Source: an optimization exercise on an open RTL-to-GDS flow (aim: small area, a short achievable clock period and few clock cycles). Production flows keep margins and buffers that such runs may drop. At most, simulation tests tie the RTL to the original design; equivalence was not proved. Function not checked in runs 7 to 9: the RTL went through the layout flow alone. No activity file was given, so power comes from the tool's default toggle rates.

==> flow/run.sh <==
#!/bin/bash
# The standard layout, with the port buffers made from sky130_fd_sc_hd__buf_1
# (buffer_ports otherwise picks clkdlybuf4s50_1, a slow delay cell).
set -euo pipefail
export BUFFER_PORTS_ARGS="-buffer_cell sky130_fd_sc_hd__buf_1"
bash standard.sh finish > standard_flow.log 2>&1
==> standard.sh <==
#!/bin/bash
# synth_recipe.tcl (not shown) runs the flow's synth.tcl, then flattens the netlist and writes it again
# the make line also repeats each setting of config.mk as NAME=value (left out here)
make -C /OpenROAD-flow-scripts/flow DESIGN_CONFIG=/design/flow/config.mk WORK_HOME=/design/flow/orfs CLKGATE_MAP_FILE= SYNTH_SCRIPT=/design/flow/synth_recipe.tcl "${@:-finish}"
==> config.mk <==
export PLATFORM = sky130hd
export DESIGN_NAME = ni_apb_bridge
export DESIGN_NICKNAME = ni_apb_bridge
export VERILOG_FILES = /design/flow/design.v
export SDC_FILE = /design/flow/constraint.sdc
export NUM_CORES = 4
export LEC_CHECK = 0
export CAP_MARGIN = 20
export CORE_MARGIN = 2
export CORE_UTILIZATION = 40
export SETUP_SLACK_MARGIN = 0.0
export SLEW_MARGIN = 20
==> constraint.sdc <==
create_clock -name core_clock -period 5.0 [get_ports {clk}]
set_input_delay 1.0000 -clock core_clock [delete_from_list [all_inputs] [get_ports {clk}]]
set_output_delay 1.0000 -clock core_clock [all_outputs]
set_load 0.01 [all_outputs]
==> design.v <==
module ni_apb_bridge (
    input         clk,
    input         resetn,
    input  [15:0] i_flit,
    input         enable,
    output [15:0] o_flit,
    output        ready,
    output        valid_out,
    input  [31:0] prdata,
    input         pready,
    input         pslverr,
    output [13:0] paddr,
    output        psel,
    output        penable,
    output        pwrite,
    output [31:0] pwdata
);
  reg [15:0] h_q, t_q, o_q;    
  reg [31:0] pw_q;             
  reg        e_q;              
  reg        rdy_q, psel_q, pen_q, vld_q;
  reg [2:0]  rx_q;             
  reg        infl_q;           
  reg        pend_q;           
  reg [2:0]  beat_q;           
  wire take   = rdy_q & enable;
  wire xend   = pen_q & pready;
  wire ofree  = ~vld_q | (beat_q == 3'd4);
  wire start  = (xend | pend_q) & ofree;
  wire [31:0] rd_perm = {prdata[1:0], prdata[31:18], prdata[17:2]};
  always @(posedge clk) begin
    if (!resetn) begin
      rdy_q  <= 1'b1;
      rx_q   <= 3'd0;
      infl_q <= 1'b0;
      psel_q <= 1'b0;
      pen_q  <= 1'b0;
      pend_q <= 1'b0;
      vld_q  <= 1'b0;
    end else begin
      if (take) rx_q <= 3'd1;
      else if (rx_q == 3'd5) rx_q <= 3'd0;
      else if (rx_q != 3'd0) rx_q <= rx_q + 3'd1;
      if (take) infl_q <= 1'b1;
      else if (start) infl_q <= 1'b0;
      rdy_q <= ~take & (rx_q == 3'd0 || rx_q == 3'd5) & (~infl_q | start);
      if ((rx_q == 3'd1 && !i_flit[1]) || (rx_q == 3'd3 && pw_q[0])) psel_q <= 1'b1;
      else if (xend) psel_q <= 1'b0;
      pen_q  <= psel_q & ~xend;
      pend_q <= (xend | pend_q) & ~start;
      if (start) vld_q <= 1'b1;
      else if (beat_q == 3'd4) vld_q <= 1'b0;
    end
  end
  always @(posedge clk) begin
    if (rdy_q) h_q <= i_flit;
    if (rx_q == 3'd5) t_q <= i_flit;
    if (xend) begin
      pw_q <= rd_perm;
      e_q  <= pslverr;
    end else begin
      if (rx_q == 3'd1) pw_q[14:0] <= i_flit[15:1];
      if (rx_q == 3'd2) pw_q[29:15] <= i_flit[15:1];
      if (rx_q == 3'd3) pw_q[31:30] <= i_flit[2:1];
    end
    if (start) begin
      o_q    <= h_q;
      beat_q <= 3'd0;
    end else begin
      beat_q <= beat_q + 3'd1;
      case (beat_q)
        3'd0:    o_q <= {2'b00, pw_q[29:16]};
        3'd1:    o_q <= pw_q[15:0];
        3'd2:    o_q <= {pw_q[31:30], e_q, 13'b0};
        default: o_q <= t_q;
      endcase
    end
  end
  assign ready     = rdy_q;
  assign valid_out = vld_q;
  assign o_flit    = o_q;
  assign psel      = psel_q;
  assign penable   = pen_q;
  assign paddr     = pw_q[14:1];
  assign pwrite    = pw_q[0];
  assign pwdata    = pw_q;
endmodule
==> results of run 1 <==
[worst paths after layout]
path / end / slack [ps] / cells past startpoint
max: pw_q[13] / 2200 / 4
min: beat_q[0] / 480 / 1
max reg2reg: pw_q[13] / 2590 / 3
min reg2reg: beat_q[0] / 480 / 1
[registers in the layout, summed over array words and instances, names as in the netlist, 3 cells and up]
name	flops
t_q	16
beat_q	3
o_q	16
rx_q	3
h_q	16
pw_q	32
[report_power, final]
group          internal [uW]  switching [uW]
combinational            205             350
sequential               959            76.5
clock                    259             262
total                   1420             689
[layout by cell type (no fill, tap or decap), types with 8 or more instances in the layout]
cell,synthesis,final
ha_1,9,9
nand2_1,98,98
o21ai_0,16,16
inv_1,8,8
a31oi_1,16,16
a22o_1,15,15
edfxtp_1,65,65
buf_1,0,119
clkbuf_8,0,9
nor3_1,17,17
dfxtp_1,28,28
[kinds of logic after synthesis]
| logic type | count (synthesis) | share of synthesized area |
|---|---|---|
| simple gates | 134 | 0.147 |
| flops | 93 | 0.649 |
| compound gates | 58 | 0.104 |
| buf+inv | 43 | 0.0656 |
| fa+ha+maj | 9 | 0.0291 |
| xor+xnor | 1 | 0.00226 |
| mux | 1 | 0.00291 |
[layer usage]
metal	vias up	track usage	share of wire	routed length, um
met1	1349	0.268	0.45	4410
met4	0	0.0636	0.017	163
li1	1370	-	-	-
met3	12	0.0226	0.046	449
met2	86	0.283	0.48	4680
met5	-	0	0	0
[stage by stage]
step | worst slack, ps | instances | hold WS (ps) | utilization
3_3_place_gp | 1930 | 557 | 449 | 0.459
2_1_floorplan | 2960 | 339 | 433 | -
3_5_place_dp | 1840 | 557 | 473 | 0.459
6_report | 2200 | 573 | 482 | 0.482
4_1_cts | 2210 | 573 | 487 | 0.482
5_1_grt | 2040 | 573 | 517 | 0.482
[layout make-up]
class | instances | area (sq um) | area share
flip-flops and latches | 93 | 2510 | 0.559
multi-input cells | 203 | 1100 | 0.246
repair buffers | 122 | 469 | 0.104
well taps | 129 | 161 | 0.0359
clock buffers | 10 | 149 | 0.0331
clock inverters | 6 | 60.1 | 0.0134
inverters | 10 | 37.5 | 0.00835
==> impl_metrics.csv, run 1 <==
group,metric,value,unit
outcome,status,"no timing/DRC/antenna violations",
synth,yosys_warnings,1,
timing,worst_pin_slew,858,ps
clock_network,cts_resized,0,
die,ioPinCount,120,
timing,hold_viol,0,
synth,avgSynthCellArea,11.4,sq um
routing,drtIter0Drc,148,
pwr,ir_drop,0.163,mV
synth,synth_area,3870,sq um
synth,synth_fp_nets,401,
global_routing,antenna_found_initial,0,
global_routing,grt_overflow_total,0,
routing,wirelength,9700,um
cells_and_area,fin_area,4490,sq um
synth,synth_enable_flop_cells,65,
timing,slew_headroom,0.427,
routing,wire_per_inst,16.9,um
clock_network,cts-htree-levels,3,
synth,synth_area_leader_cell,"edfxtp_1",
worst_setup_path,crit_path_end_kind,"flip-flop",
cells_and_area,area_delta_synth_final,16.1,%
die,dieWidth,102,um
synth,synth_flop_cell,"edfxtp_1",
worst_setup_path,required,5010,ps
timing,slew_viol_final,0,
clock_network,post_cts_buffers,0,
synth,yosysSeqAreaShare,0.649,
worst_setup_path,slowest_stage,"clkinv_1",
synth,yosys.cell_types.count,33,
flow_run,max_cap_viol_count,0,
clock_network,insertion_delay,350,ps
clock_network,clk_pin_slew,90,ps
pwr,power.density,470,nW/um^2
timing,fin_crit_sh,0.561,
worst_setup_path,startpoint,"pready",
placed_design,port_buffers,119,
routing,vias,2817,
die,core,9330,sq um
routing,drtAntennaViolNets,0,
global_routing,grt_pass1_wl,14100,um
timing,setup_violations,0,
hold_path,hold_start,"beat_q[0]",
worst_setup_path,worstPathArrival,2810,ps
placed_design,place_congestion,0.834,
timing,clock_skew,11.3,ps
die,die_h,102,um
timing,final.setup.tns,0,ps
routing,vias_per_cell,4.92,
worst_setup_path,r2r-start,"pen_q",
worst_setup_path,start_kind,"primary input",
clock_network,clock-sinks,93,
worst_setup_path,crit_type,"in2reg",
synth,synth_area_leaders,"edfxtp_1 50%, dfxtp_1 14%, nand2_1 9.5%",
worst_setup_path,crit_family,"buffers and inverters",
synth,synthCells,339,
worst_setup_path,cp_max_fo,19,
clock_network,cts_tree,"yes",
synth,synthArstFlopShare,0,
routing,dr.pass1.iters,4,
placed_design,dpl.hpwl,6950,um
cells_and_area,nets,501,
synth,yosysMostFrequentCell,"nand2_1",
worst_setup_path,crit_buf_inv,2,
placed_design,postPlaceCellArea,4280,sq um
die,start_util,0.415,
synth,synth.top_cell.area_share,0.504,
clock_network,cts_hold_buf,0,
timing,max_freq,357,MHz
worst_setup_path,path_cells,"buf_1 -> nand2_1 -> clkinv_1 -> a21o_1",
global_routing,grt_pass1_vias,2599,
global_routing,grt_max_degree,21,
cells_and_area,fillers,914,
clock_network,clockBufferDepth,2,
timing,rsz0062_at_grt,"no",
global_routing,track_usage,0.183,
die,die_area,10500,sq um
cells_and_area,layout-drive-gt1-share,0.0541,
timing,finalCriticalPeriod,2800,ps
synth,synth-seq-cells,93,
die,rows,35,
clock_network,cts_root_buf,"clkbuf_8",
pwr,leakagePower,0.00164,uW
clock_network,numCtsBuffers,9,
worst_setup_path,cp_slowest_stage_delay,630,ps
routing,drc_errors,0,
cells_and_area,diodes,0,
synth,netlist_top_cells_count,"98 x nand2_1, 65 x edfxtp_1, 28 x dfxtp_1",
hold_path,min_path_type,"reg2reg",
pwr,total_power,2110,uW
Testbench counts, summed over its fixed seeds: cycles 10,485.
==> run 2, diff against run 1 <==
--- a/config.mk
+++ b/config.mk
@@ -9,4 +9,7 @@
 export CORE_MARGIN = 2
 export CORE_UTILIZATION = 40
-export SETUP_SLACK_MARGIN = 0.0
+export CTS_BUF_LIST = sky130_fd_sc_hd__clkbuf_16
+export CTS_CLUSTER_DIAMETER = 500
+export CTS_CLUSTER_SIZE = 100
+export SETUP_SLACK_MARGIN = 3.0
 export SLEW_MARGIN = 20
==> run 2 against run 1 <==
Combinational power increased by 7.6%. Via count increased by 0.28%. Synthesized area unchanged. Sequential power about the same. Worst setup slack improved by 840 ps. Sequential share of layout area decreased by 2.4 points. Final area increased by 4.6%. Die area unchanged. Critical path type is now reg2out. Largest power group unchanged. Clock power increased by 54%. Register-to-register slack improved by 600 ps. Still clean.
==> impl_metrics.csv, run 2 <==
group,metric,value,unit
cells_and_area,nets,503,
global_routing,grt_pass1_vias,2595,
timing,slew_viol_final,0,
worst_setup_path,crit_buf_inv,1,
die,die_area,10500,sq um
cells_and_area,regMostFlops,"pw_q",
synth,yosysMostFrequentCell,"nand2_1",
global_routing,track_usage,0.187,
placed_design,port_buffers,119,
synth,avgSynthCellArea,11.4,sq um
routing,drtIter0Drc,138,
cells_and_area,area_delta_synth_final,21.5,%
synth,synth_fp_nets,401,
timing,max_freq,509,MHz
timing,rsz0062_at_grt,"no",
worst_setup_path,crit_end,"pwdata[0]",
global_routing,grt_pass1_wl,14300,um
worst_setup_path,start_kind,"flip-flop",
routing,vias_per_cell,4.91,
timing,clock_skew,7.10,ps
synth,synth_area_leaders,"edfxtp_1 50%, dfxtp_1 14%, nand2_1 9.5%",
routing,dr.pass1.iters,5,
routing,wirelength,9580,um
worst_setup_path,r2r-start,"beat_q[0]",
clock_network,cts_tree,"yes",
timing,hold_viol,0,
clock_network,cts-htree-levels,3,
timing,setup_ws,3040,ps
synth,synth.top_cell.area_share,0.504,
clock_network,clock-sinks,93,
synth,synth_area,3870,sq um
worst_setup_path,slowest_stage,"edfxtp_1",
synth,yosys.cell_types.count,33,
pwr,power.density,517,nW/um^2
global_routing,antenna_found_initial,0,
clock_network,cts_root_buf,"clkbuf_16",
timing,fin_crit_sh,0.393,
worst_setup_path,crit_cells,1,
synth,synth-seq-cells,93,
synth,synth_flop_cell,"edfxtp_1",
clock_network,clockBufferDepth,2,
cells_and_area,largest_register_ffs,32,
placed_design,post-place-ws,1700,ps
worst_setup_path,reg2reg_depth,6,
worst_setup_path,crit_type,"reg2out",
synth,synthCells,339,
timing,finalCriticalPeriod,1960,ps
timing,worst_pin_slew,844,ps
worst_setup_path,cp_max_fo,4,
worst_setup_path,startpoint,"pw_q[0]",
timing,final.setup.tns,0,ps
synth,yosys_warnings,1,
routing,vias,2825,
cells_and_area,diodes,0,
placed_design,dpl.hpwl,6900,um
die,die_h,102,um
die,start_util,0.415,
cells_and_area,fillers,873,
pwr,total_power,2430,uW
clock_network,numCtsBuffers,9,
routing,drtAntennaViolNets,0,
die,ioPinCount,120,
outcome,status,"no timing/DRC/antenna violations",
worst_setup_path,path_cells,"buf_1",
die,dieWidth,102,um
routing,drc_errors,0,
worst_setup_path,required,4000,ps
flow_run,max_cap_viol_count,0,
synth,yosysSeqAreaShare,0.649,
pwr,leakagePower,0.00173,uW
placed_design,place_congestion,0.844,
timing,setup_violations,0,
clock_network,insertion_delay,340,ps
global_routing,grt_overflow_total,0,
clock_network,clk_pin_slew,60,ps
worst_setup_path,r2r_setup_slack,3190,ps
die,core,9330,sq um
cells_and_area,layout_commonest_cell,"buf_1",
pwr,ir_drop,0.177,mV
worst_setup_path,crit_family,"flip-flops",
timing,slew_headroom,0.438,
worst_setup_path,regToRegEndpoint,"rdy_q",
synth,netlist_top_cells_count,"98 x nand2_1, 65 x edfxtp_1, 28 x dfxtp_1",
cells_and_area,layout-drive-gt1-share,0.0785,
synth,synth_enable_flop_cells,65,
synth,synthArstFlopShare,0,
cells_and_area,layout_common_cells,"119 x buf_1, 97 x nand2_1, 65 x edfxtp_1, 27 x dfxtp_1, 17 x nor3_1",
synth,synth_area_leader_cell,"edfxtp_1",
global_routing,grt_max_degree,30,
worst_setup_path,crit_path_end_kind,"output port",
hold_path,min_path_type,"reg2reg",
worst_setup_path,worstPathArrival,960,ps
die,rows,35,
worst_setup_path,cp_slowest_stage_delay,460,ps
routing,wire_per_inst,16.7,um
==> run 2: cell counts after synthesis <==
No cell type changed its count.
==> run 2: cells by family after synthesis <==
kind of cell | share of synthesized area
AO/OA/AOI/OAI | 0.104
adder cells (fa/ha/maj) | 0.0291
XOR/XNOR | 0.00226
flip-flops | 0.649
buffers and inverters | 0.0656
multiplexers | 0.00291
AND/OR/NAND/NOR | 0.147
==> run 2: cell type report <==
class	instances	area, sq um	area share
Sequential cell	93	2520	0.535
Multi-Input combinational cell	203	1120	0.239
Timing Repair Buffer	124	497	0.106
Clock buffer	10	250	0.0532
Tap cell	129	161	0.0343
Clock inverter	6	108	0.0229
Inverter	10	43.8	0.00932
==> run 2: stage by stage <==
stage / utilization / instances / cell area, sq um / hold slack (ps)
after floorplan: - / 339 / 3870 / 433
after global placement: 0.460 / 557 / 4290 / 447
after detailed placement: 0.460 / 557 / 4290 / 458
after CTS: 0.501 / 574 / 4670 / 487
after global routing: 0.504 / 575 / 4700 / 515
final: 0.504 / 575 / 4700 / 494
==> run 2: how the worst min path moves through the flow <==
| stage | start | to | slack [ps] | cells past startpoint |
|---|---|---|---|---|
| after global placement | beat_q[0] | beat_q[0] | 450 | 1 |
| after global routing | beat_q[0] | beat_q[0] | 510 | 1 |
| final | beat_q[0] | beat_q[0] | 490 | 1 |
| after floorplan | beat_q[0] | beat_q[0] | 430 | 1 |
| after detailed placement | beat_q[0] | beat_q[0] | 460 | 1 |
| after CTS | beat_q[0] | beat_q[0] | 490 | 1 |
==> run 2: timing repair <==
item                                    4_1_cts  5_1_grt
hold buffers                                  0        0
pin swaps                                     1        1
endpoints found under the setup margin       82       17
gates resized for setup                       9        2
buffers inserted                              1        1
==> run 2: where the power goes <==
| group | internal (uW) | total [uW] | leakage [uW] | switching (uW) |
|---|---|---|---|---|
| combinational | 236 | 597 | 0.000709 | 362 |
| clock | 517 | 800 | 0.000174 | 283 |
| sequential | 960 | 1030 | 0.000845 | 73.0 |
==> run 2: per-layer routing <==
layer	global-route usage	vias up	routed length (um)
met3	0.0404	13	595
met4	0.0697	0	159
met1	0.262	1320	4240
met5	0	-	0
met2	0.286	105	4590
li1	-	1387	-
==> run 3, diff against run 2 <==
--- a/config.mk
+++ b/config.mk
@@ -8,8 +8,5 @@
 export CAP_MARGIN = 20
 export CORE_MARGIN = 2
-export CORE_UTILIZATION = 40
-export CTS_BUF_LIST = sky130_fd_sc_hd__clkbuf_16
-export CTS_CLUSTER_DIAMETER = 500
-export CTS_CLUSTER_SIZE = 100
+export CORE_UTILIZATION = 75
 export SETUP_SLACK_MARGIN = 3.0
 export SLEW_MARGIN = 20
==> run 3 against run 2 <==
Combinational power up 6.7%. Clock power down about 30%. Synthesized area unchanged. First-iteration DRC count rose to 3.3 times the previous value. Still clean on timing, DRC and antenna. Fmax down 2.1%. Final cell count down 10%. Register-to-register slack worse by 170 ps. Clock skew up 1.8 ps. Utilization up 39 points. Hold slack better by 17 ps. Total power down 7.7%. Largest cell class unchanged. Die area down 45%.
==> impl_metrics.csv, run 3 <==
group,metric,value,unit
pwr,leakagePower,0.00168,uW
clock_network,insertion_delay,360,ps
worst_setup_path,reg2reg_depth,3,
synth,synthCells,339,
worst_setup_path,crit_type,"reg2out",
cells_and_area,largest_register_ffs,32,
synth,avgSynthCellArea,11.4,sq um
die,rows,26,
synth,yosys.cell_types.count,33,
placed_design,dpl.hpwl,6930,um
cells_and_area,diodes,0,
clock_network,cts_root_buf,"clkbuf_8",
timing,setup_violations,0,
routing,drtIter0Drc,451,
global_routing,grt_overflow_total,0,
timing,rsz0062_at_grt,"yes",
routing,vias,3286,
placed_design,port_buffers,119,
global_routing,track_usage,0.383,
die,core,5040,sq um
clock_network,clockBufferDepth,2,
outcome,status,"no timing/DRC/antenna violations",
cells_and_area,layout_commonest_cell,"buf_1",
worst_setup_path,crit_family,"flip-flops",
worst_setup_path,crit_buf_inv,1,
synth,yosysSeqAreaShare,0.649,
synth,synth_compound_area_frac,0.104,
synth,synth_flop_cell,"edfxtp_1",
hold_path,hold_depth,2,
timing,finalCriticalPeriod,2000,ps
timing,slew_headroom,0.453,
synth,synth_area,3870,sq um
global_routing,grt_pass1_wl,15400,um
routing,vias_per_cell,6.36,
synth,synth_area_leaders,"edfxtp_1 50%, dfxtp_1 14%, nand2_1 9.5%",
pwr,ir_drop,0.276,mV
synth,synth.area.mux_share,0.00291,
timing,worst_pin_slew,821,ps
synth,synth_top_family_by_area,"simple AND/OR/NAND/NOR gates",
synth,yosys_warnings,1,
global_routing,grt_max_degree,37,
worst_setup_path,path_cells,"buf_1",
cells_and_area,layout-drive-gt1-share,0.0828,
timing,fin_crit_sh,0.401,
synth,synth.top_cell.area_share,0.504,
cells_and_area,nets,504,
clock_network,cts_hold_buf,0,
timing,max_freq,499,MHz
synth,yosys.area_share.adder,0.0291,
synth,synth_area_leader_cell,"edfxtp_1",
synth,synth_simple_gate_area_frac,0.147,
placed_design,place_congestion,0.937,
hold_path,min_path_type,"reg2reg",
die,dieWidth,75.8,um
global_routing,antenna_found_initial,0,
die,start_util,0.767,
clock_network,cts_tree,"yes",
clock_network,numCtsBuffers,9,
synth,synth_fp_nets,401,
flow_run,max_cap_viol_count,0,
worst_setup_path,startpoint,"pw_q[13]",
timing,hold_viol,0,
cells_and_area,area_delta_synth_final,16.7,%
clock_network,cts-htree-levels,3,
cells_and_area,layout_common_cells,"117 x buf_1, 97 x nand2_1, 65 x edfxtp_1, 27 x dfxtp_1, 17 x nor3_1",
routing,dr.pass1.iters,5,
synth,netlist_top_cells_count,"98 x nand2_1, 65 x edfxtp_1, 28 x dfxtp_1",
synth,synthArstFlopShare,0,
routing,drc_errors,0,
pwr,total_power,2240,uW
worst_setup_path,crit_end,"paddr[12]",
routing,wire_per_inst,21.2,um
timing,slew_viol_final,0,
worst_setup_path,start_kind,"flip-flop",
worst_setup_path,worstPathArrival,1000,ps
die,ioPinCount,120,
worst_setup_path,regToRegEndpoint,"o_q[13]",
worst_setup_path,cp_max_fo,3,
global_routing,grt_pass1_vias,2915,
worst_setup_path,cp_slowest_stage_delay,480,ps
die,die_h,75.8,um
worst_setup_path,required,4000,ps
synth,yosysMostFrequentCell,"nand2_1",
worst_setup_path,r2r-start,"beat_q[2]",
pwr,power.density,497,nW/um^2
clock_network,clk_pin_slew,90,ps
worst_setup_path,slowest_stage,"edfxtp_1",
worst_setup_path,r2r_setup_slack,3020,ps
routing,wirelength,11000,um
synth,synth-seq-cells,93,
routing,drtAntennaViolNets,0,
worst_setup_path,crit_cells,1,
clock_network,clock-sinks,93,
synth,synth_enable_flop_cells,65,
die,die_area,5750,sq um
cells_and_area,regMostFlops,"pw_q",
worst_setup_path,crit_path_end_kind,"output port",
timing,final.setup.tns,0,ps
synth,synth_xor_area_frac,0.00226,
timing,clock_skew,8.89,ps
==> run 3: area by class of cell <==
class                           count  area [sq um]
Clock buffer                       12           178
Clock inverter                      4          51.3
Fill cell                         237           527
Inverter                           10          53.8
Multi-Input combinational cell    203          1120
Sequential cell                    93          2520
Tap cell                           70          87.6
Timing Repair Buffer              125           510
==> run 3: worst reg2reg max path, delay by kind of cell (launching register included) <==
kind	cells	cell delay [ps]
flops	1	800
buf+inv	1	540
compound gates	2	530
==> run 3: logic make-up after synthesis <==
family / after synthesis
muxes: 1
DFF: 93
buffers and inverters: 43
xor gates and xnor gates: 1
and+or+nand+nor: 134
AOI/OAI and AO/OA: 58
adders and majority gates: 9
==> run 3: worst min-delay path by stage <==
stage                         start        end  slack (ps)
after floorplan           beat_q[0]  beat_q[0]         430
after global placement    beat_q[0]  beat_q[0]         450
after detailed placement     pend_q      vld_q         470
after CTS                 beat_q[0]  beat_q[0]         490
after global routing         pend_q      vld_q         530
final                        pend_q      vld_q         510
==> run 3: power breakdown <==
part,total [uW],switching [uW],leakage [uW],internal (uW)
registers,1040,85.2,0.000845,959
logic,637,398,0.000720,239
clock network,561,268,0.000113,292
total,2240,751,0.00168,1490
==> run 3: metal layers <==
layer  vias up  part of all wire  GRT usage
met5         -                 0          0
met4         0             0.048      0.142
met3        68              0.11     0.0807
met2       312              0.50      0.627
met1      1528              0.34      0.507
li1       1378                 -          -
==> run 3: metrics by stage <==
step	area, sq um	instances	util	hold slack (ps)	setup slack, ps
after floorplan	3870	339	-	433	3010
after global placement	4210	497	0.834	451	1680
after detailed placement	4210	497	0.834	471	1600
after CTS	4460	514	0.885	488	3000
after global routing	4520	517	0.896	526	2940
final	4520	517	0.896	511	3000
==> run 3: what timing repair did <==
action | CTS | global route
pin swaps | 1 | 1
resized for setup | 8 | 6
endpoints found under the setup margin | 83 | 51
buffers inserted | 1 | 3
==> run 4, diff against run 3 <==
--- a/config.mk
+++ b/config.mk
@@ -8,5 +8,5 @@
 export CAP_MARGIN = 20
 export CORE_MARGIN = 2
-export CORE_UTILIZATION = 75
+export CORE_UTILIZATION = 60
 export SETUP_SLACK_MARGIN = 3.0
 export SLEW_MARGIN = 20
==> run 4 against run 3 <==
Still clean on timing, DRC and antenna. Count of clock-buffer cells in the layout shrank 3. Hold slack got worse by 24 ps. Final cell count is 1.5% higher. Total power is 6.6% lower. Sequential power about the same. First-iteration DRC count decreased by 59%. Combinational power is 4.2% lower. Synthesized cell count did not move. Final area shrank 0.94%. Critical path type unchanged. Largest cell class unchanged.
==> impl_metrics.csv, run 4 <==
group,metric,value,unit
timing,slew_headroom,0.432,
cells_and_area,layout_common_cells,"119 x buf_1, 97 x nand2_1, 65 x edfxtp_1, 27 x dfxtp_1, 17 x nor3_1",
synth,synthCells,339,
routing,drtIter0Drc,185,
pwr,leakagePower,0.00165,uW
clock_network,cts_hold_buf,0,
worst_setup_path,start_kind,"flip-flop",
cells_and_area,nets,505,
die,die_h,84.3,um
clock_network,clk_pin_slew,90,ps
worst_setup_path,crit_family,"flip-flops",
cells_and_area,regMostFlops,"pw_q",
synth,synthArstFlopShare,0,
pwr,p_sw,718,uW
cells_and_area,layout-drive-gt1-share,0.0804,
die,ioPinCount,120,
clock_network,numCtsBuffers,9,
timing,clock_skew,10.7,ps
routing,dr.pass1.iters,4,
worst_setup_path,regToRegEndpoint,"o_q[5]",
timing,max_freq,510,MHz
worst_setup_path,r2r_setup_slack,3080,ps
die,die_area,7110,sq um
worst_setup_path,reg2reg_depth,6,
pwr,seqPwrFrac,0.493,
die,dieWidth,84.3,um
global_routing,grt_pass1_vias,2757,
worst_setup_path,path_cells,"buf_1",
synth,synth_flop_cell,"edfxtp_1",
synth,yosysMostFrequentCell,"nand2_1",
synth,synth_enable_flop_cells,65,
global_routing,grt_pass1_wl,14300,um
synth,yosysSeqAreaShare,0.649,
flow_run,max_cap_viol_count,0,
placed_design,postPlaceCellArea,4210,sq um
routing,wire_per_inst,18.0,um
outcome,status,"no timing/DRC/antenna violations",
worst_setup_path,worstPathArrival,960,ps
placed_design,port_buffers,119,
pwr,combPwrFrac,0.291,
global_routing,grt_max_degree,37,
worst_setup_path,cp_slowest_stage_delay,450,ps
timing,final.setup.tns,0,ps
routing,vias,2940,
synth,synth_area,3870,sq um
hold_path,min_path_type,"reg2reg",
synth,synth_area_leader_cell,"edfxtp_1",
worst_setup_path,required,4000,ps
die,core,6280,sq um
synth,yosys.cell_types.count,33,
synth,synth.top_cell.area_share,0.504,
synth,synth_fp_nets,401,
worst_setup_path,startpoint,"pw_q[13]",
global_routing,antenna_found_initial,0,
pwr,clockPowerShare,0.216,
pwr,p_int,1380,uW
timing,worst_hold_slack,486,ps
clock_network,cts_root_buf,"clkbuf_8",
timing,slew_viol_final,0,
hold_path,hold_start,"beat_q[0]",
cells_and_area,diodes,0,
pwr,ir_drop,0.280,mV
cells_and_area,area_delta_synth_final,15.6,%
clock_network,clock-sinks,93,
pwr,power.density,468,nW/um^2
placed_design,place_congestion,0.858,
timing,finalCriticalPeriod,1960,ps
die,start_util,0.617,
cells_and_area,layout.area.seq,2520,sq um
clock_network,clockBufferDepth,2,
routing,drc_errors,0,
worst_setup_path,r2r-start,"beat_q[1]",
placed_design,dpl.hpwl,6510,um
worst_setup_path,crit_buf_inv,1,
clock_network,cts-htree-levels,3,
timing,worst_pin_slew,851,ps
synth,netlist_top_cells_count,"98 x nand2_1, 65 x edfxtp_1, 28 x dfxtp_1",
timing,fin_crit_sh,0.392,
cells_and_area,multiInputGateArea,1140,sq um
worst_setup_path,crit_cells,1,
pwr,switching_share,0.343,
synth,avgSynthCellArea,11.4,sq um
routing,wirelength,9450,um
worst_setup_path,crit_end,"paddr[12]",
synth,yosys_warnings,1,
routing,vias_per_cell,5.60,
cells_and_area,largest_register_ffs,32,
synth,synth-seq-cells,93,
cells_and_area,fillers,511,
timing,setup_violations,0,
synth,synth_area_leaders,"edfxtp_1 50%, dfxtp_1 14%, nand2_1 9.5%",
cells_and_area,layout_commonest_cell,"buf_1",
worst_setup_path,crit_path_end_kind,"output port",
timing,rsz0062_at_grt,"no",
cells_and_area,fin_area,4470,sq um
die,rows,29,
global_routing,grt_overflow_total,0,
worst_setup_path,cp_max_fo,3,
global_routing,track_usage,0.262,
clock_network,insertion_delay,350,ps
timing,hold_viol,0,
routing,drtAntennaViolNets,0,
worst_setup_path,slowest_stage,"edfxtp_1",
clock_network,cts_tree,"yes",
worst_setup_path,crit_type,"reg2out",
run 4: cell count changes in the layout (fill, tap and decap cells not counted), sizes merged:
cell | previous run | this run
clkinv | 3 | 5
a21boi | 1 | 2
clkbuf | 14 | 9
inv | 8 | 10
bufinv | 1 | 0
buf | 123 | 125
run 4: repair_timing:
item	4_1_cts	5_1_grt
resized for setup	11	1
cloned	1	0
pin swaps	2	1
hold endpoints to repair	0	0
buffers inserted	1	4
endpoints found under the setup margin	87	21
run 4: cells by family (layout without fill, tap and decap cells):
logic type | count (synthesis) | in the layout | share of synthesized area
simple gates | 134 | 134 | 0.147
flops | 93 | 93 | 0.649
compound gates | 58 | 59 | 0.104
buf+inv | 43 | 151 | 0.0656
fa+ha+maj | 9 | 9 | 0.0291
xor+xnor | 1 | 1 | 0.00226
mux | 1 | 1 | 0.00291
run 4: worst min path at each step:
stage,end,slack (ps),cells after the start
2_1_floorplan,beat_q[0],430,1
3_3_place_gp,beat_q[0],450,1
3_5_place_dp,beat_q[0],460,1
4_1_cts,beat_q[0],490,1
5_1_grt,pen_q,520,1
6_report,beat_q[0],490,1
run 4: layout make-up:
| type | instances | share of cell area |
|---|---|---|
| inverter | 10 | 0.0115 |
| multi-input combinational | 204 | 0.256 |
| tap | 77 | 0.0215 |
| timing repair buffer | 125 | 0.110 |
| sequential | 93 | 0.563 |
| clock buffer | 9 | 0.0277 |
| clock inverter | 7 | 0.0109 |
run 4: metal layers:
layer	vias to the layer above	global-route usage	routed length (um)
met5	-	0	0
met4	0	0.0704	38
met3	4	0.0305	719
met2	136	0.421	4540
met1	1408	0.386	4150
li1	1392	-	-
run 4: power by group through the flow:
stage	Sequential (uW)	Combinational, uW	Clock (uW)
3_3_place_gp	1050	540	0
5_1_grt	1040	662	480
4_1_cts	1030	574	452
6_report	1030	610	451
3_5_place_dp	1050	555	0
2_1_floorplan	1070	370	0
run 4: stage by stage:
stage,setup slack [ps],std cells,total power (uW),utilization
finish,3040,525,2090,0.713
global route,3000,525,2190,0.713
CTS,3010,521,2060,0.706
detailed placement,1540,503,1610,0.670
global placement,1610,503,1590,0.670
floorplan,3010,339,1440,-
==> run 5, diff against run 4 <==
--- a/config.mk
+++ b/config.mk
@@ -8,5 +8,5 @@
 export CAP_MARGIN = 20
 export CORE_MARGIN = 2
-export CORE_UTILIZATION = 60
+export CORE_UTILIZATION = 40
 export SETUP_SLACK_MARGIN = 3.0
 export SLEW_MARGIN = 20
==> run 5 against run 4 <==
Sequential power about the same. Worst setup slack worse by 33 ps. Via count down 1.0%. Still clean on timing, DRC and antenna. Clock power up about 40%. Final cell count up 10%. Utilization down 22 points. Largest cell class unchanged. Largest power group unchanged. Sequential cell count unchanged. Wire length up 1.2%. Critical path depth unchanged. Fmax down 1.6%.
==> impl_metrics.csv, run 5 <==
group,metric,value,unit
worst_setup_path,worstPathArrival,990,ps
synth,synth.area.mux_share,0.00291,
die,die_area,10500,sq um
global_routing,grt_overflow_total,0,
synth,synth_area_leaders,"edfxtp_1 50%, dfxtp_1 14%, nand2_1 9.5%",
die,rows,35,
placed_design,dpl.hpwl,6900,um
cells_and_area,layout_common_cells,"116 x buf_1, 97 x nand2_1, 65 x edfxtp_1, 27 x dfxtp_1, 17 x nor3_1",
cells_and_area,regMostFlops,"pw_q",
clock_network,cts_hold_buf,0,
worst_setup_path,crit_buf_inv,1,
global_routing,track_usage,0.187,
synth,synth_flop_cell,"edfxtp_1",
clock_network,cts_root_buf,"clkbuf_8",
clock_network,clk_pin_slew,90,ps
synth,synth_top_family_by_area,"simple AND/OR/NAND/NOR gates",
pwr,ir_drop,0.198,mV
pwr,power.density,490,nW/um^2
cells_and_area,layout-drive-gt1-share,0.0913,
timing,finalCriticalPeriod,1990,ps
cells_and_area,layout_commonest_cell,"buf_1",
routing,drtIter0Drc,168,
synth,avgSynthCellArea,11.4,sq um
synth,synth.top_cell.area_share,0.504,
clock_network,cts-htree-levels,3,
synth,synth_simple_gate_area_frac,0.147,
timing,worst_pin_slew,881,ps
synth,netlist_top_cells_count,"98 x nand2_1, 65 x edfxtp_1, 28 x dfxtp_1",
hold_path,min_path_type,"reg2reg",
synth,yosysSeqAreaShare,0.649,
worst_setup_path,crit_path_end_kind,"output port",
cells_and_area,fin_area,4620,sq um
synth,synth_compound_area_frac,0.104,
worst_setup_path,cp_slowest_stage_delay,470,ps
die,die_h,102,um
pwr,leakagePower,0.00170,uW
die,dieWidth,102,um
routing,vias_per_cell,5.03,
routing,drtAntennaViolNets,0,
synth,yosysMostFrequentCell,"nand2_1",
clock_network,cts_tree,"yes",
worst_setup_path,cp_max_fo,3,
global_routing,grt_pass1_wl,14300,um
placed_design,place_congestion,0.844,
worst_setup_path,path_cells,"clkbuf_2",
clock_network,clockBufferDepth,2,
synth,yosys.area_share.adder,0.0291,
die,core,9330,sq um
global_routing,grt_max_degree,30,
global_routing,grt_pass1_vias,2626,
placed_design,post-place-ws,1700,ps
timing,clock_skew,9.71,ps
routing,wirelength,9560,um
worst_setup_path,slowest_stage,"edfxtp_1",
clock_network,numCtsBuffers,9,
clock_network,clock-sinks,93,
timing,final.setup.tns,0,ps
cells_and_area,nets,506,
die,start_util,0.415,
worst_setup_path,crit_type,"reg2out",
worst_setup_path,required,4000,ps
clock_network,insertion_delay,370,ps
routing,vias,2910,
synth,synth_xor_area_frac,0.00226,
synth,synthArstFlopShare,0,
cells_and_area,finalCoreUtilization,0.495,
cells_and_area,area_delta_synth_final,19.4,%
synth,yosys.cell_types.count,33,
synth,synth_enable_flop_cells,65,
synth,synth_area,3870,sq um
global_routing,antenna_found_initial,0,
cells_and_area,largest_register_ffs,32,
timing,max_freq,501,MHz
outcome,status,"no timing/DRC/antenna violations",
placed_design,port_buffers,119,
synth,synth-seq-cells,93,
cells_and_area,diodes,0,
worst_setup_path,start_kind,"flip-flop",
synth,synth_area_leader_cell,"edfxtp_1",
timing,hold_viol,0,
routing,drc_errors,0,
synth,synth_fp_nets,401,
routing,dr.pass1.iters,5,
timing,slew_viol_final,0,
timing,setup_violations,0,
die,ioPinCount,120,
synth,yosys_warnings,1,
placed_design,postPlaceCellArea,4290,sq um
worst_setup_path,crit_family,"flip-flops",
timing,fin_crit_sh,0.399,
timing,slew_headroom,0.413,
timing,rsz0062_at_grt,"yes",
routing,wire_per_inst,16.5,um
flow_run,max_cap_viol_count,0,
timing,setup_ws,3010,ps
synth,synthCells,339,
==> run 5: changes by cell type in the layout (fill, tap and decap cells not counted), sizes merged <==
cell      previous run  this run
clkbuf               9        13
bufinv               0         3
inv                 10         8
a21boi               2         1
buf                125       124
clkinv               5         4
clkinvlp             2         1
==> run 5: cells by family after synthesis <==
family                   Yosys count
adder cells (fa/ha/maj)            9
flip-flops                        93
buffers and inverters             43
XOR/XNOR                           1
multiplexers                       1
AO/OA/AOI/OAI                     58
AND/OR/NAND/NOR                  134
==> run 5: path summary, 6_finish.rpt <==
kind              startpoint        end  slack (ps)  cells past startpoint
setup reg to reg   beat_q[0]      rdy_q        3200                      6
setup / recovery    pw_q[13]  paddr[12]        3010                      1
hold / removal        psel_q      pen_q         500                      1
hold reg to reg       psel_q      pen_q         500                      1
==> run 5: where the power goes <==
group | switching (uW) | internal [uW]
Clock | 269 | 361
Combinational | 363 | 238
Sequential | 73.5 | 959
==> run 5: final cells by class <==
cell class              count  area (sq um)
repair buffers            127           523
inverters                  10          43.8
multi-input cells         203          1120
fillers                   887          4710
flip-flops and latches     93          2520
well taps                 129           161
clock buffers              10           149
clock inverters             6           108
==> run 5: metal layers <==
layer	vias to the layer above	global-route usage	share of wire
met5	-	0	0
met4	0	0.0841	0.023
met3	16	0.0349	0.065
met2	123	0.285	0.47
met1	1382	0.263	0.44
li1	1389	-	-
==> run 5: timing repair <==
item                                    in CTS  in global routing
setup buffers                                4                  1
resized for setup                            8                  5
pin swaps                                    1                  1
endpoints found under the setup margin      86                 58
gates cloned                                 0                  0
==> run 5: stage by stage <==
stage,instances,power (uW),hold slack [ps]
6_report,578,2260,502
5_1_grt,578,2370,521
4_1_cts,577,2240,493
3_5_place_dp,557,1610,458
3_3_place_gp,557,1600,447
2_1_floorplan,339,1440,433
==> run 6, diff against run 5 <==
==> flow/run.sh (replaced) <==
#!/bin/bash
# The standard layout, with the port buffers made from sky130_fd_sc_hd__buf_1
# (buffer_ports otherwise picks clkdlybuf4s50_1, a slow delay cell), and a
# flatter clock tree.
set -euo pipefail
export BUFFER_PORTS_ARGS="-buffer_cell sky130_fd_sc_hd__buf_1"
export CTS_ARGS="-sink_clustering_enable -sink_clustering_size 50 -sink_clustering_max_diameter 200 -sink_clustering_levels 1 -buf_list sky130_fd_sc_hd__clkbuf_16 -repair_clock_nets"
bash standard.sh finish > standard_flow.log 2>&1
==> run 6 against run 5 <==
Highest routed layer unchanged. Critical path type unchanged. Die area unchanged. Hold slack got worse by 7.8 ps. Global-route usage is 0.058 points lower. Sequential share of layout area is 0.94 points lower. Utilization increased by 0.87 points. Worst setup slack improved by 32 ps. Sequential cell count unchanged. Combinational power fell by 0.7%. Clock power is 27% higher. Final area rose by 1.8%.
==> impl_metrics.csv, run 6 <==
group,metric,value,unit
pwr,p_sw,717,uW
clock_network,clockBufferDepth,2,
timing,setup_violations,0,
synth,yosysMostFrequentCell,"nand2_1",
synth,netlist_top_cells_count,"98 x nand2_1, 65 x edfxtp_1, 28 x dfxtp_1",
outcome,status,"no timing/DRC/antenna violations",
pwr,combPwrFrac,0.246,
clock_network,cts-htree-levels,3,
synth,avgSynthCellArea,11.4,sq um
timing,final.setup.tns,0,ps
pwr,switching_share,0.295,
die,dieWidth,102,um
worst_setup_path,worstPathArrival,960,ps
pwr,clockPowerShare,0.329,
synth,synth_area,3870,sq um
timing,clock_skew,7.10,ps
synth,synth_fp_nets,401,
global_routing,grt_pass1_vias,2595,
global_routing,grt_overflow_total,0,
synth,synth-seq-cells,93,
global_routing,track_usage,0.187,
worst_setup_path,cp_max_fo,4,
cells_and_area,area_delta_synth_final,21.5,%
die,die_h,102,um
routing,vias_per_cell,4.91,
die,core,9330,sq um
global_routing,grt_pass1_wl,14300,um
pwr,leakagePower,0.00173,uW
global_routing,met1_usage,0.262,
routing,drtIter0Drc,138,
pwr,power.density,517,nW/um^2
placed_design,place_congestion,0.844,
global_routing,grt_max_degree,30,
die,rows,35,
cells_and_area,nets,503,
synth,synth_area_leaders,"edfxtp_1 50%, dfxtp_1 14%, nand2_1 9.5%",
cells_and_area,regMostFlops,"pw_q",
die,start_util,0.415,
worst_setup_path,path_cells,"buf_1",
clock_network,cts_tree,"yes",
hold_path,min_path_type,"reg2reg",
placed_design,port_buffers,119,
timing,rsz0062_at_grt,"no",
flow_run,max_cap_viol_count,0,
clock_network,numCtsBuffers,9,
timing,slew_headroom,0.438,
clock_network,clock-sinks,93,
routing,wirelength,9580,um
clock_network,insertion_delay,340,ps
routing,drtAntennaViolNets,0,
cells_and_area,diodes,0,
cells_and_area,largest_register_ffs,32,
routing,dr.pass1.iters,5,
worst_setup_path,r2r_setup_slack,3190,ps
cells_and_area,fin_area,4700,sq um
cells_and_area,layout.cells.non_filler,575,
placed_design,dpl.hpwl,6900,um
synth,synth_flop_cell,"edfxtp_1",
synth,yosys_warnings,1,
die,ioPinCount,120,
synth,synthArstFlopShare,0,
synth,synth_area_leader_cell,"edfxtp_1",
worst_setup_path,crit_type,"reg2out",
clock_network,cts_hold_buf,0,
die,die_area,10500,sq um
cells_and_area,fillers,873,
global_routing,antenna_found_initial,0,
placed_design,postPlaceCellArea,4290,sq um
synth,yosys.cell_types.count,33,
global_routing,globalRoute.busiestLayer,"met2",
synth,synth.top_cell.area_share,0.504,
synth,synth_enable_flop_cells,65,
global_routing,use_met3,0.0404,
pwr,ir_drop,0.177,mV
global_routing,grt_use_met2,0.286,
routing,wire_per_inst,16.7,um
cells_and_area,layout-drive-gt1-share,0.0785,
timing,worst_hold_slack,494,ps
worst_setup_path,start_kind,"flip-flop",
worst_setup_path,slowest_stage,"edfxtp_1",
pwr,p_int,1710,uW
worst_setup_path,cp_slowest_stage_delay,460,ps
cells_and_area,layout_common_cells,"119 x buf_1, 97 x nand2_1, 65 x edfxtp_1, 27 x dfxtp_1, 17 x nor3_1",
placed_design,dpl.cell_count,557,
worst_setup_path,crit_buf_inv,1,
synth,synthCells,339,
timing,max_freq,509,MHz
worst_setup_path,required,4000,ps
timing,worst_pin_slew,844,ps
routing,drc_errors,0,
timing,setup_ws,3040,ps
pwr,seqPwrFrac,0.425,
routing,vias,2825,
timing,finalCriticalPeriod,1960,ps
clock_network,cts_root_buf,"clkbuf_16",
timing,slew_viol_final,0,
placed_design,post-place-ws,1700,ps
clock_network,clk_pin_slew,60,ps
synth,yosysSeqAreaShare,0.649,
timing,fin_crit_sh,0.393,
worst_setup_path,crit_family,"flip-flops",
cells_and_area,layout_commonest_cell,"buf_1",
worst_setup_path,crit_path_end_kind,"output port",
timing,hold_viol,0,
## run 6: cell counts after synthesis
Identical to the previous run, type by type.
## run 6: what timing repair did
item	in CTS	in global routing
setup endpoints to repair	82	17
gates cloned	0	0
resized for setup	9	2
pin swaps	1	1
setup buffers	1	1
## run 6: kinds of logic (layout without fill, tap and decap cells)
kind of cell,after synthesis,count (layout),synth area share
simple gates,134,134,0.147
mux,1,1,0.00291
flops,93,93,0.649
fa+ha+maj,9,9,0.0291
xor+xnor,1,1,0.00226
compound gates,58,58,0.104
buf+inv,43,150,0.0656
## run 6: final timing paths
| path | from | endpoint | depth (start not counted) |
|---|---|---|---|
| setup / recovery | pw_q[0] | pwdata[0] | 1 |
| hold / removal | beat_q[0] | beat_q[0] | 1 |
| setup reg to reg | beat_q[0] | rdy_q | 6 |
| hold reg to reg | beat_q[0] | beat_q[0] | 1 |
## run 6: stage by stage
stage | power, uW | utilization
after floorplan | 1440 | -
after global placement | 1600 | 0.460
after detailed placement | 1610 | 0.460
after CTS | 2420 | 0.501
after global routing | 2550 | 0.504
final | 2430 | 0.504
## run 6: final cells by class
type                       instances  area, sq um  area share
sequential                        93         2520       0.535
multi-input combinational        203         1120       0.239
inverter                          10         43.8     0.00932
tap                              129          161      0.0343
clock inverter                     6          108      0.0229
clock buffer                      10          250      0.0532
timing repair buffer             124          497       0.106
## run 6: power by group through the flow
stage	Clock (uW)	Combinational (uW)	Sequential, uW
after floorplan	0	370	1070
after global placement	0	549	1060
after detailed placement	0	557	1060
after CTS	809	573	1030
after global routing	842	656	1050
final	800	597	1030
## run 6: metal layers
metal / wire, um / vias to the layer above
li1: - / 1387
met1: 4240 / 1320
met2: 4590 / 105
met3: 595 / 13
met4: 159 / 0
met5: 0 / -
==> run 7, diff against run 6 <==
==> design.v (replaced) <==
module ni_apb_bridge (
    input         clk,
    input         resetn,
    input  [15:0] i_flit,
    input         enable,
    output [15:0] o_flit,
    output        ready,
    output        valid_out,
    input  [31:0] prdata,
    input         pready,
    input         pslverr,
    output [13:0] paddr,
    output        psel,
    output        penable,
    output        pwrite,
    output [31:0] pwdata
);
  localparam [2:0] RX_IDLE = 3'b000, RX_B0 = 3'b001, RX_B1 = 3'b011, RX_B2 = 3'b010,
                   RX_B3 = 3'b110, RX_TL = 3'b111;
  localparam [2:0] BT_HD = 3'b000, BT_F1 = 3'b001, BT_F2 = 3'b011, BT_F3 = 3'b010,
                   BT_TL = 3'b110;
  reg [15:0] h_q, t_q, o_q;    
  reg [31:0] pw_q;             
  reg        e_q;              
  reg        rdy_q, psel_q, pen_q, vld_q;
  reg [2:0]  rx_q;
  reg        infl_q;           
  reg        pend_q;           
  reg [2:0]  bt_q;
  wire take   = rdy_q & enable;
  wire xend   = pen_q & pready;
  wire ofree  = ~vld_q | (bt_q == BT_TL);
  wire start  = (xend | pend_q) & ofree;
  wire [31:0] rd_perm = {prdata[1:0], prdata[31:18], prdata[17:2]};
  wire [31:0] wr_flit = {i_flit[2:1], i_flit[15:1], i_flit[15:1]};
  wire [31:0] pw_d    = pen_q ? rd_perm : wr_flit;
  wire ld0 = xend | (rx_q == RX_B0);
  wire ld1 = xend | (rx_q == RX_B1);
  wire ld2 = xend | (rx_q == RX_B2);
  always @(posedge clk) begin
    if (!resetn) begin
      rdy_q  <= 1'b1;
      rx_q   <= RX_IDLE;
      infl_q <= 1'b0;
      psel_q <= 1'b0;
      pen_q  <= 1'b0;
      pend_q <= 1'b0;
      vld_q  <= 1'b0;
    end else begin
      case (rx_q)
        RX_IDLE: if (take) rx_q <= RX_B0;
        RX_B0:   rx_q <= RX_B1;
        RX_B1:   rx_q <= RX_B2;
        RX_B2:   rx_q <= RX_B3;
        RX_B3:   rx_q <= RX_TL;
        default: rx_q <= RX_IDLE;
      endcase
      if (take) infl_q <= 1'b1;
      else if (start) infl_q <= 1'b0;
      rdy_q <= ~take & (rx_q == RX_IDLE || rx_q == RX_TL) & (~infl_q | start);
      if ((rx_q == RX_B0 && !i_flit[1]) || (rx_q == RX_B2 && pw_q[0])) psel_q <= 1'b1;
      else if (xend) psel_q <= 1'b0;
      pen_q  <= psel_q & ~xend;
      pend_q <= (xend | pend_q) & ~start;
      if (start) vld_q <= 1'b1;
      else if (bt_q == BT_TL) vld_q <= 1'b0;
    end
  end
  always @(posedge clk) begin
    if (rdy_q) h_q <= i_flit;
    if (rx_q == RX_TL) t_q <= i_flit;
    if (ld0) pw_q[14:0]  <= pw_d[14:0];
    if (ld1) pw_q[29:15] <= pw_d[29:15];
    if (ld2) pw_q[31:30] <= pw_d[31:30];
    if (pen_q) e_q <= pslverr;
    if (start) begin
      o_q  <= h_q;
      bt_q <= BT_HD;
    end else begin
      case (bt_q)
        BT_HD:   begin o_q <= {2'b00, pw_q[29:16]};      bt_q <= BT_F1; end
        BT_F1:   begin o_q <= pw_q[15:0];                bt_q <= BT_F2; end
        BT_F2:   begin o_q <= {pw_q[31:30], e_q, 13'b0}; bt_q <= BT_F3; end
        default: begin o_q <= t_q;                       bt_q <= BT_TL; end
      endcase
    end
  end
  assign ready     = rdy_q;
  assign valid_out = vld_q;
  assign o_flit    = o_q;
  assign psel      = psel_q;
  assign penable   = pen_q;
  assign paddr     = pw_q[14:1];
  assign pwrite    = pw_q[0];
  assign pwdata    = pw_q;
endmodule
==> flow/run.sh (replaced) <==
#!/bin/bash
# The standard layout, with the port buffers made from sky130_fd_sc_hd__buf_1
# (buffer_ports otherwise picks clkdlybuf4s50_1, a slow delay cell).
set -euo pipefail
export BUFFER_PORTS_ARGS="-buffer_cell sky130_fd_sc_hd__buf_1"
bash standard.sh finish > standard_flow.log 2>&1
--- a/config.mk
+++ b/config.mk
@@ -8,5 +8,5 @@
 export CAP_MARGIN = 20
 export CORE_MARGIN = 2
-export CORE_UTILIZATION = 40
+export CORE_UTILIZATION = 60
 export SETUP_SLACK_MARGIN = 3.0
 export SLEW_MARGIN = 20
==> run 7 against run 6 <==
Fmax down 1.2%. Register-to-register slack worse by 50 ps. Global-route usage up 5.4 points. Synthesized area shrank 2.3%. Hold slack worse by 29 ps. Synthesized cell count is 8.6% lower. Clock power fell by 44%. Largest cell class unchanged. Largest power group unchanged.
==> impl_metrics.csv, run 7 <==
group,metric,value,unit
outcome,status,"no timing/DRC/antenna violations",
die,die_h,83.4,um
global_routing,grt_pass1_wl,12800,um
timing,setup_violations,0,
clock_network,cts_root_buf,"clkbuf_8",
timing,slew_viol_final,0,
routing,drtIter0Drc,103,
cells_and_area,layout_common_cells,"116 x buf_1, 70 x nand2_1, 65 x edfxtp_1, 32 x nor2_1, 26 x dfxtp_1",
cells_and_area,layout-drive-gt1-share,0.120,
synth,yosys.cell_types.count,30,
routing,drc_errors,0,
die,rows,28,
worst_setup_path,cp_slowest_stage_delay,460,ps
synth,synth_area_leaders,"edfxtp_1 52%, dfxtp_1 15%, nand2_1 6.9%",
synth,netlist_top_cells_count,"70 x nand2_1, 65 x edfxtp_1, 32 x nor2_1",
clock_network,cts_hold_buf,0,
die,ioPinCount,120,
pwr,leakagePower,0.00159,uW
cells_and_area,area_delta_synth_final,16.0,%
routing,vias,2682,
global_routing,antenna_found_initial,0,
timing,rsz0062_at_grt,"yes",
cells_and_area,layout_commonest_cell,"buf_1",
worst_setup_path,crit_type,"reg2out",
cells_and_area,largest_register_ffs,32,
cells_and_area,finalCoreUtilization,0.732,
synth,synth_fp_nets,363,
placed_design,place_congestion,0.768,
routing,dr.pass1.iters,4,
timing,final.setup.tns,0,ps
timing,slew_headroom,0.246,
worst_setup_path,slowest_stage,"edfxtp_1",
worst_setup_path,path_cells,"clkbuf_2",
pwr,ir_drop,0.219,mV
global_routing,grt_overflow_total,0,
placed_design,postPlaceCellArea,4140,sq um
placed_design,post-place-ws,2600,ps
pwr,power.density,351,nW/um^2
synth,synth-seq-cells,93,
synth,yosysSeqAreaShare,0.664,
cells_and_area,nets,472,
cells_and_area,diodes,0,
timing,clock_skew,9.93,ps
die,start_util,0.631,
worst_setup_path,start_kind,"flip-flop",
synth,yosysMostFrequentCell,"nand2_1",
clock_network,numCtsBuffers,9,
placed_design,dpl.hpwl,5380,um
synth,synth.top_cell.area_share,0.516,
synth,synthArstFlopShare,0,
worst_setup_path,worstPathArrival,990,ps
cells_and_area,fillers,445,
worst_setup_path,crit_buf_inv,1,
pwr,total_power,1540,uW
synth,synthCells,310,
global_routing,grt_pass1_vias,2628,
clock_network,clock-sinks,93,
global_routing,grt_max_degree,26,
clock_network,clk_pin_slew,90,ps
synth,synth_area_leader_cell,"edfxtp_1",
worst_setup_path,required,4000,ps
die,die_area,6950,sq um
global_routing,track_usage,0.241,
clock_network,cts-htree-levels,3,
clock_network,clockBufferDepth,2,
cells_and_area,regMostFlops,"pw_q",
timing,setup_ws,3010,ps
routing,vias_per_cell,5.37,
timing,finalCriticalPeriod,1990,ps
timing,max_freq,503,MHz
routing,drtAntennaViolNets,0,
cells_and_area,fin_area,4390,sq um
die,dieWidth,83.4,um
worst_setup_path,crit_family,"flip-flops",
die,core,5990,sq um
synth,synth_area,3780,sq um
worst_setup_path,crit_path_end_kind,"output port",
routing,wire_per_inst,16.7,um
timing,fin_crit_sh,0.397,
worst_setup_path,r2r_setup_slack,3140,ps
timing,worst_pin_slew,1130,ps
synth,synth_enable_flop_cells,65,
synth,yosys_warnings,1,
clock_network,cts_tree,"yes",
hold_path,min_path_type,"reg2reg",
routing,wirelength,8330,um
placed_design,port_buffers,119,
synth,synth_flop_cell,"edfxtp_1",
timing,hold_viol,0,
worst_setup_path,cp_max_fo,4,
clock_network,insertion_delay,360,ps
synth,avgSynthCellArea,12.2,sq um
flow_run,max_cap_viol_count,0,
==> run 7: cell count changes in the layout (fill, tap and decap cells not counted), sizes merged, moves of 4 or more <==
cell	before	now
nor3	18	4
ha	9	0
mux2	1	14
a22o	15	3
nor2	7	32
nand2	98	70
a221oi	1	14
o21ai	16	5
nand2b	2	17
inv	8	4
a31oi	16	3
==> run 7: kinds of logic after synthesis <==
logic type | synth area share
AO/OA/AOI/OAI | 0.0801
buffers and inverters | 0.0605
flip-flops | 0.664
multiplexers | 0.0417
AND/OR/NAND/NOR | 0.153
==> run 7: timing repair <==
item,4_1_cts,5_1_grt
pin swaps,0,0
resized for setup,8,3
hold endpoints to repair,0,0
endpoints found under the setup margin,53,11
buffers inserted,2,4
==> run 7: worst paths after layout <==
kind,endpoint,cells after the start,start
setup / recovery,pwrite,1,pw_q[0]
hold / removal,o_q[13],2,h_q[13]
setup reg to reg,pw_q[27],2,rx_q[2]
hold reg to reg,o_q[13],2,h_q[13]
==> run 7: final cells by class <==
type,instances,area [sq um],area share
tap,75,93.8,0.0214
clock buffer,10,138,0.0314
clock inverter,6,37.5,0.00855
timing repair buffer,128,531,0.121
multi-input combinational,184,1060,0.241
sequential,93,2520,0.574
inverter,3,13.8,0.00314
==> run 7: per-layer routing <==
layer / global-route usage / vias up / share of wire
met5: 0 / - / 0
met4: 0.0790 / 0 / 0.0061
met3: 0.0577 / 5 / 0.068
met2: 0.397 / 115 / 0.50
met1: 0.316 / 1265 / 0.43
li1: - / 1297 / -
==> run 7: power breakdown <==
group          total [uW]  internal (uW)  switching [uW]
Combinational         175           62.9             112
Sequential            915            886            29.1
Clock                 452            193             259
Total                1540           1140             400
==> run 7: through the flow <==
| step | hold slack (ps) | cells |
|---|---|---|
| floorplan | 418 | 310 |
| global placement | 441 | 477 |
| detailed placement | 450 | 477 |
| CTS | 470 | 495 |
| global route | 508 | 499 |
| finish | 464 | 499 |
==> run 7: worst min-delay path, cell delays in order, from the launching register on <==
cell      delay [ps]
edfxtp_1         340
nand2_1           40
o21ai_0           60
==> run 8, diff against run 7 <==
--- a/config.mk
+++ b/config.mk
@@ -8,5 +8,5 @@
 export CAP_MARGIN = 20
 export CORE_MARGIN = 2
-export CORE_UTILIZATION = 60
+export CORE_UTILIZATION = 50
 export SETUP_SLACK_MARGIN = 3.0
 export SLEW_MARGIN = 20
==> run 8 against run 7 <==
Total power grew 5.7%. Synthesized area is the same. Sequential cell count is the same. Global-route usage shrank 3.6 points. First-iteration DRC count shrank 25%. Hold slack gained 12 ps. Sequential share of layout area shrank 0.55 points. Count of clock-buffer cells in the layout is the same. Synthesized cell count is the same. Sequential power is essentially flat. Via count shrank 2.4%. Largest cell class unchanged. Largest power group unchanged.
==> impl_metrics.csv, run 8 <==
group,metric,value,unit
outcome,status,"no timing/DRC/antenna violations",
die,start_util,0.519,
routing,drc_errors,0,
clock_network,clk_pin_slew,90,ps
timing,clock_skew,13.7,ps
pwr,leakagePower,0.00159,uW
synth,yosysMostFrequentCell,"nand2_1",
synth,synth_area_leader_cell,"edfxtp_1",
synth,synthCells,310,
cells_and_area,layout_common_cells,"119 x buf_1, 70 x nand2_1, 65 x edfxtp_1, 32 x nor2_1, 24 x dfxtp_1",
die,ioPinCount,120,
synth,yosys.cell_types.count,30,
synth,synth_enable_flop_cells,65,
synth,avgSynthCellArea,12.2,sq um
cells_and_area,diodes,0,
placed_design,postPlaceCellArea,4160,sq um
timing,setup_violations,0,
cells_and_area,fin_area,4440,sq um
die,dieWidth,91.0,um
timing,slew_viol_final,0,
worst_setup_path,crit_type,"reg2out",
synth,yosysSeqAreaShare,0.664,
placed_design,port_buffers,119,
placed_design,dpl.hpwl,5350,um
worst_setup_path,required,4000,ps
clock_network,cts_tree,"yes",
global_routing,grt_pass1_vias,2498,
timing,hold_viol,0,
synth,synthArstFlopShare,0,
worst_setup_path,slowest_stage,"edfxtp_1",
routing,wire_per_inst,15.8,um
routing,vias,2617,
synth,yosys_warnings,1,
global_routing,grt_overflow_total,0,
cells_and_area,area_delta_synth_final,17.4,%
timing,slew_headroom,0.288,
global_routing,grt_max_degree,28,
clock_network,cts-htree-levels,3,
pwr,power.density,367,nW/um^2
routing,dr.pass1.iters,4,
pwr,ir_drop,0.201,mV
die,rows,31,
synth,synth_flop_cell,"edfxtp_1",
routing,drtIter0Drc,77,
timing,fin_crit_sh,0.393,
global_routing,antenna_found_initial,0,
synth,synth_area_leaders,"edfxtp_1 52%, dfxtp_1 15%, nand2_1 6.9%",
flow_run,max_cap_viol_count,0,
synth,synth_fp_nets,363,
timing,final.setup.tns,0,ps
worst_setup_path,crit_buf_inv,1,
routing,wirelength,8220,um
worst_setup_path,path_cells,"buf_1",
timing,worst_pin_slew,1070,ps
placed_design,place_congestion,0.736,
timing,max_freq,509,MHz
die,die_area,8280,sq um
synth,synth-seq-cells,93,
cells_and_area,largest_register_ffs,32,
worst_setup_path,start_kind,"flip-flop",
clock_network,cts_root_buf,"clkbuf_8",
synth,synth.top_cell.area_share,0.516,
clock_network,insertion_delay,350,ps
synth,netlist_top_cells_count,"70 x nand2_1, 65 x edfxtp_1, 32 x nor2_1",
die,core,7290,sq um
timing,finalCriticalPeriod,1970,ps
routing,vias_per_cell,5.03,
global_routing,grt_pass1_wl,12900,um
synth,synth_area,3780,sq um
clock_network,clockBufferDepth,2,
worst_setup_path,cp_slowest_stage_delay,460,ps
clock_network,numCtsBuffers,9,
cells_and_area,layout_commonest_cell,"buf_1",
worst_setup_path,crit_path_end_kind,"output port",
cells_and_area,regMostFlops,"pw_q",
routing,drtAntennaViolNets,0,
worst_setup_path,crit_family,"flip-flops",
clock_network,clock-sinks,93,
timing,rsz0062_at_grt,"no",
global_routing,track_usage,0.205,
worst_setup_path,worstPathArrival,970,ps
cells_and_area,nets,469,
hold_path,min_path_type,"reg2reg",
worst_setup_path,cp_max_fo,3,
cells_and_area,layout-drive-gt1-share,0.114,
die,die_h,91.0,um
run 8: cell counts after synthesis:
Identical to the previous run, type by type.
run 8: kinds of logic after synthesis:
kind of cell / after synthesis / share of synthesized area
AND/OR/NAND/NOR: 132 / 0.153
flip-flops: 93 / 0.664
AO/OA/AOI/OAI: 38 / 0.0801
buffers and inverters: 33 / 0.0605
multiplexers: 14 / 0.0417
run 8: final timing paths:
path	start	cells past startpoint	end	slack, ps
max	pw_q[14]	1	paddr[13]	3030
max reg2reg	rx_q[2]	2	pw_q[14]	3190
min reg2reg	h_q[13]	2	o_q[13]	480
min	h_q[13]	2	o_q[13]	480
run 8: cell type report:
| type | instances | area (sq um) |
|---|---|---|
| Clock buffer | 10 | 138 |
| Clock inverter | 6 | 86.3 |
| Fill cell | 641 | 2850 |
| Inverter | 3 | 13.8 |
| Multi-Input combinational cell | 184 | 1060 |
| Sequential cell | 93 | 2520 |
| Tap cell | 99 | 124 |
| Timing Repair Buffer | 125 | 492 |
run 8: power breakdown:
group          switching, uW  internal [uW]  total (uW)
logic                    109           56.6         165
clock network            256            295         550
registers               28.3            886         914
total                    393           1240        1630
run 8: stage by stage:
| stage | worst slack, ps | std cells | utilization | power (uW) | hold slack (ps) |
|---|---|---|---|---|---|
| floorplan | 3030 | 310 | - | 1030 | 418 |
| global placement | 2560 | 500 | 0.571 | 1090 | 446 |
| detailed placement | 2470 | 500 | 0.571 | 1090 | 462 |
| CTS | 3000 | 518 | 0.606 | 1640 | 481 |
| global route | 3000 | 520 | 0.609 | 1690 | 498 |
| finish | 3030 | 520 | 0.609 | 1630 | 476 |
run 8: per-layer routing:
| layer | GRT usage | part of all wire |
|---|---|---|
| met4 | 0.0846 | 0.012 |
| met5 | 0 | 0 |
| met1 | 0.279 | 0.44 |
| met2 | 0.328 | 0.49 |
| met3 | 0.0324 | 0.060 |
run 8: repair_timing:
action | in CTS | in global routing
hold buffers | 0 | 0
setup endpoints to repair | 53 | 3
resized for setup | 7 | 2
pin swaps | 0 | 0
setup buffers | 2 | 2
run 8: worst reg2reg max path: stages (launching register included):
cell,delay [ps]
dfxtp_1,360
nand2b_1,220
o21ai_2,840
==> run 9, diff against run 8 <==
--- a/config.mk
+++ b/config.mk
@@ -6,4 +6,5 @@
 export NUM_CORES = 4
 export LEC_CHECK = 0
+export ABC_AREA = 1
 export CAP_MARGIN = 20
 export CORE_MARGIN = 2
==> run 9 against run 8 <==
Register-to-register slack improved by 110 ps. Synthesized area up 0.53%. Sequential power grew 5.0%. Final area increased by 0.76%. Utilization up 0.46 points. Via count rose by 11%. Critical path type unchanged. Fmax up 0.83%. Sequential share of layout area decreased by 0.54 points. Count of clock-buffer cells in the layout up 1. First-iteration DRC count rose by 88%.
==> impl_metrics.csv, run 9 <==
group,metric,value,unit
pwr,leakagePower,0.00179,uW
timing,fin_crit_sh,0.390,
synth,synth_fp_nets,426,
cells_and_area,diodes,0,
clock_network,cts_tree,"yes",
timing,final.setup.tns,0,ps
worst_setup_path,path_cells,"buf_1",
die,ioPinCount,120,
cells_and_area,area_delta_synth_final,17.6,%
clock_network,cts-htree-levels,3,
global_routing,antenna_found_initial,0,
outcome,status,"no timing/DRC/antenna violations",
routing,drc_errors,0,
worst_setup_path,cp_max_fo,2,
worst_setup_path,crit_type,"reg2out",
timing,clock_skew,9.82,ps
cells_and_area,layout_common_cells,"167 x nand2_1, 115 x buf_1, 65 x edfxtp_1, 34 x nand3_1, 26 x dfxtp_1",
routing,vias,2893,
synth,synth_flop_cell,"edfxtp_1",
timing,rsz0062_at_grt,"yes",
global_routing,grt_overflow_total,0,
global_routing,grt_pass1_vias,2598,
synth,yosys.cell_types.count,25,
synth,yosysSeqAreaShare,0.661,
clock_network,numCtsBuffers,9,
timing,slew_headroom,0.406,
cells_and_area,fin_area,4470,sq um
worst_setup_path,r2r_setup_slack,3300,ps
clock_network,clockBufferDepth,2,
synth,synth_enable_flop_cells,65,
worst_setup_path,crit_family,"flip-flops",
timing,slew_viol_final,0,
synth,synth.top_cell.area_share,0.513,
worst_setup_path,crit_buf_inv,1,
synth,yosysMostFrequentCell,"nand2_1",
pwr,ir_drop,0.249,mV
cells_and_area,layout-drive-gt1-share,0.107,
synth,yosys_warnings,1,
placed_design,dpl.hpwl,6080,um
synth,netlist_top_cells_count,"167 x nand2_1, 65 x edfxtp_1, 34 x nand3_1",
routing,drtAntennaViolNets,0,
timing,max_freq,513,MHz
timing,finalCriticalPeriod,1950,ps
worst_setup_path,regToRegEndpoint,"pw_q[7]",
worst_setup_path,r2r-start,"rx_q[2]",
timing,hold_viol,0,
cells_and_area,fillers,686,
die,dieWidth,91.2,um
global_routing,grt_pass1_wl,13700,um
synth,synth_area,3800,sq um
clock_network,clock-sinks,93,
synth,avgSynthCellArea,10.2,sq um
routing,wirelength,8970,um
synth,synth-seq-cells,93,
worst_setup_path,reg2reg_depth,3,
worst_setup_path,cp_slowest_stage_delay,440,ps
global_routing,track_usage,0.220,
cells_and_area,nets,536,
synth,synthArstFlopShare,0,
cells_and_area,largest_register_ffs,32,
die,rows,31,
clock_network,clk_pin_slew,90,ps
synth,synth_area_leaders,"edfxtp_1 51%, nand2_1 16%, dfxtp_1 15%",
worst_setup_path,worstPathArrival,950,ps
die,start_util,0.521,
die,die_h,91.2,um
worst_setup_path,crit_path_end_kind,"output port",
placed_design,dpl.cell_count,565,
cells_and_area,layout_commonest_cell,"nand2_1",
timing,worst_pin_slew,891,ps
cells_and_area,regMostFlops,"pw_q",
[run 9: what timing repair did]
action | in CTS | in global routing
resized for setup | 2 | 5
setup endpoints to repair | 52 | 19
setup buffers | 2 | 4
hold buffers | 0 | 0
[run 9: layout make-up]
type | instances | area (sq um) | area share
Sequential cell | 93 | 2520 | 0.563
Multi-Input combinational cell | 237 | 1050 | 0.236
Timing Repair Buffer | 127 | 512 | 0.114
Clock buffer | 11 | 131 | 0.0294
Tap cell | 99 | 124 | 0.0277
Clock inverter | 5 | 76.3 | 0.0171
Inverter | 15 | 58.8 | 0.0131
[run 9: cells by family (layout without fill, tap and decap cells)]
group	after synthesis	in the layout	share of synthesized area
AND/OR/NAND/NOR	227	227	0.257
AO/OA/AOI/OAI	10	10	0.0165
flip-flops	93	93	0.661
buffers and inverters	43	158	0.0661
[run 9: per-stage QoR]
stage	total power, uW	setup slack (ps)	hold slack (ps)
floorplan	1120	2940	419
global placement	1200	2990	424
detailed placement	1200	2880	429
CTS	1730	3010	448
global route	1800	2990	456
finish	1720	3050	447
[run 9: how the worst min path moves through the flow]
stage	slack, ps	to	depth (start not counted)
2_1_floorplan	420	o_q[0]	2
3_3_place_gp	420	o_q[5]	2
3_5_place_dp	430	o_q[5]	2
4_1_cts	450	o_q[2]	2
5_1_grt	460	o_q[5]	2
6_report	450	o_q[7]	2
[run 9: layer usage]
layer  part of all wire  wire [um]  GRT usage  vias up
met4             0.0087         78     0.0492        0
li1                   -          -          -     1424
met2               0.49       4440      0.365      103
met1               0.44       3940      0.293     1356
met5                  0          0          0        -
met3              0.058        521     0.0573       10
[run 9: power by group]
group          total [uW]  switching [uW]  internal, uW
clock network         525             245           280
registers             960            43.0           917
logic                 234             164          70.2
total                1720             452          1270

Re-timed with assumed drivers on the ports (clkbuf_16 on the clock, buf_2 on other inputs), run 9 has 3.020 ns of setup slack against 3.050 ns with ideal ports, and 2.958 ns once port delays also move by the mid clock arrival of 0.377 ns.
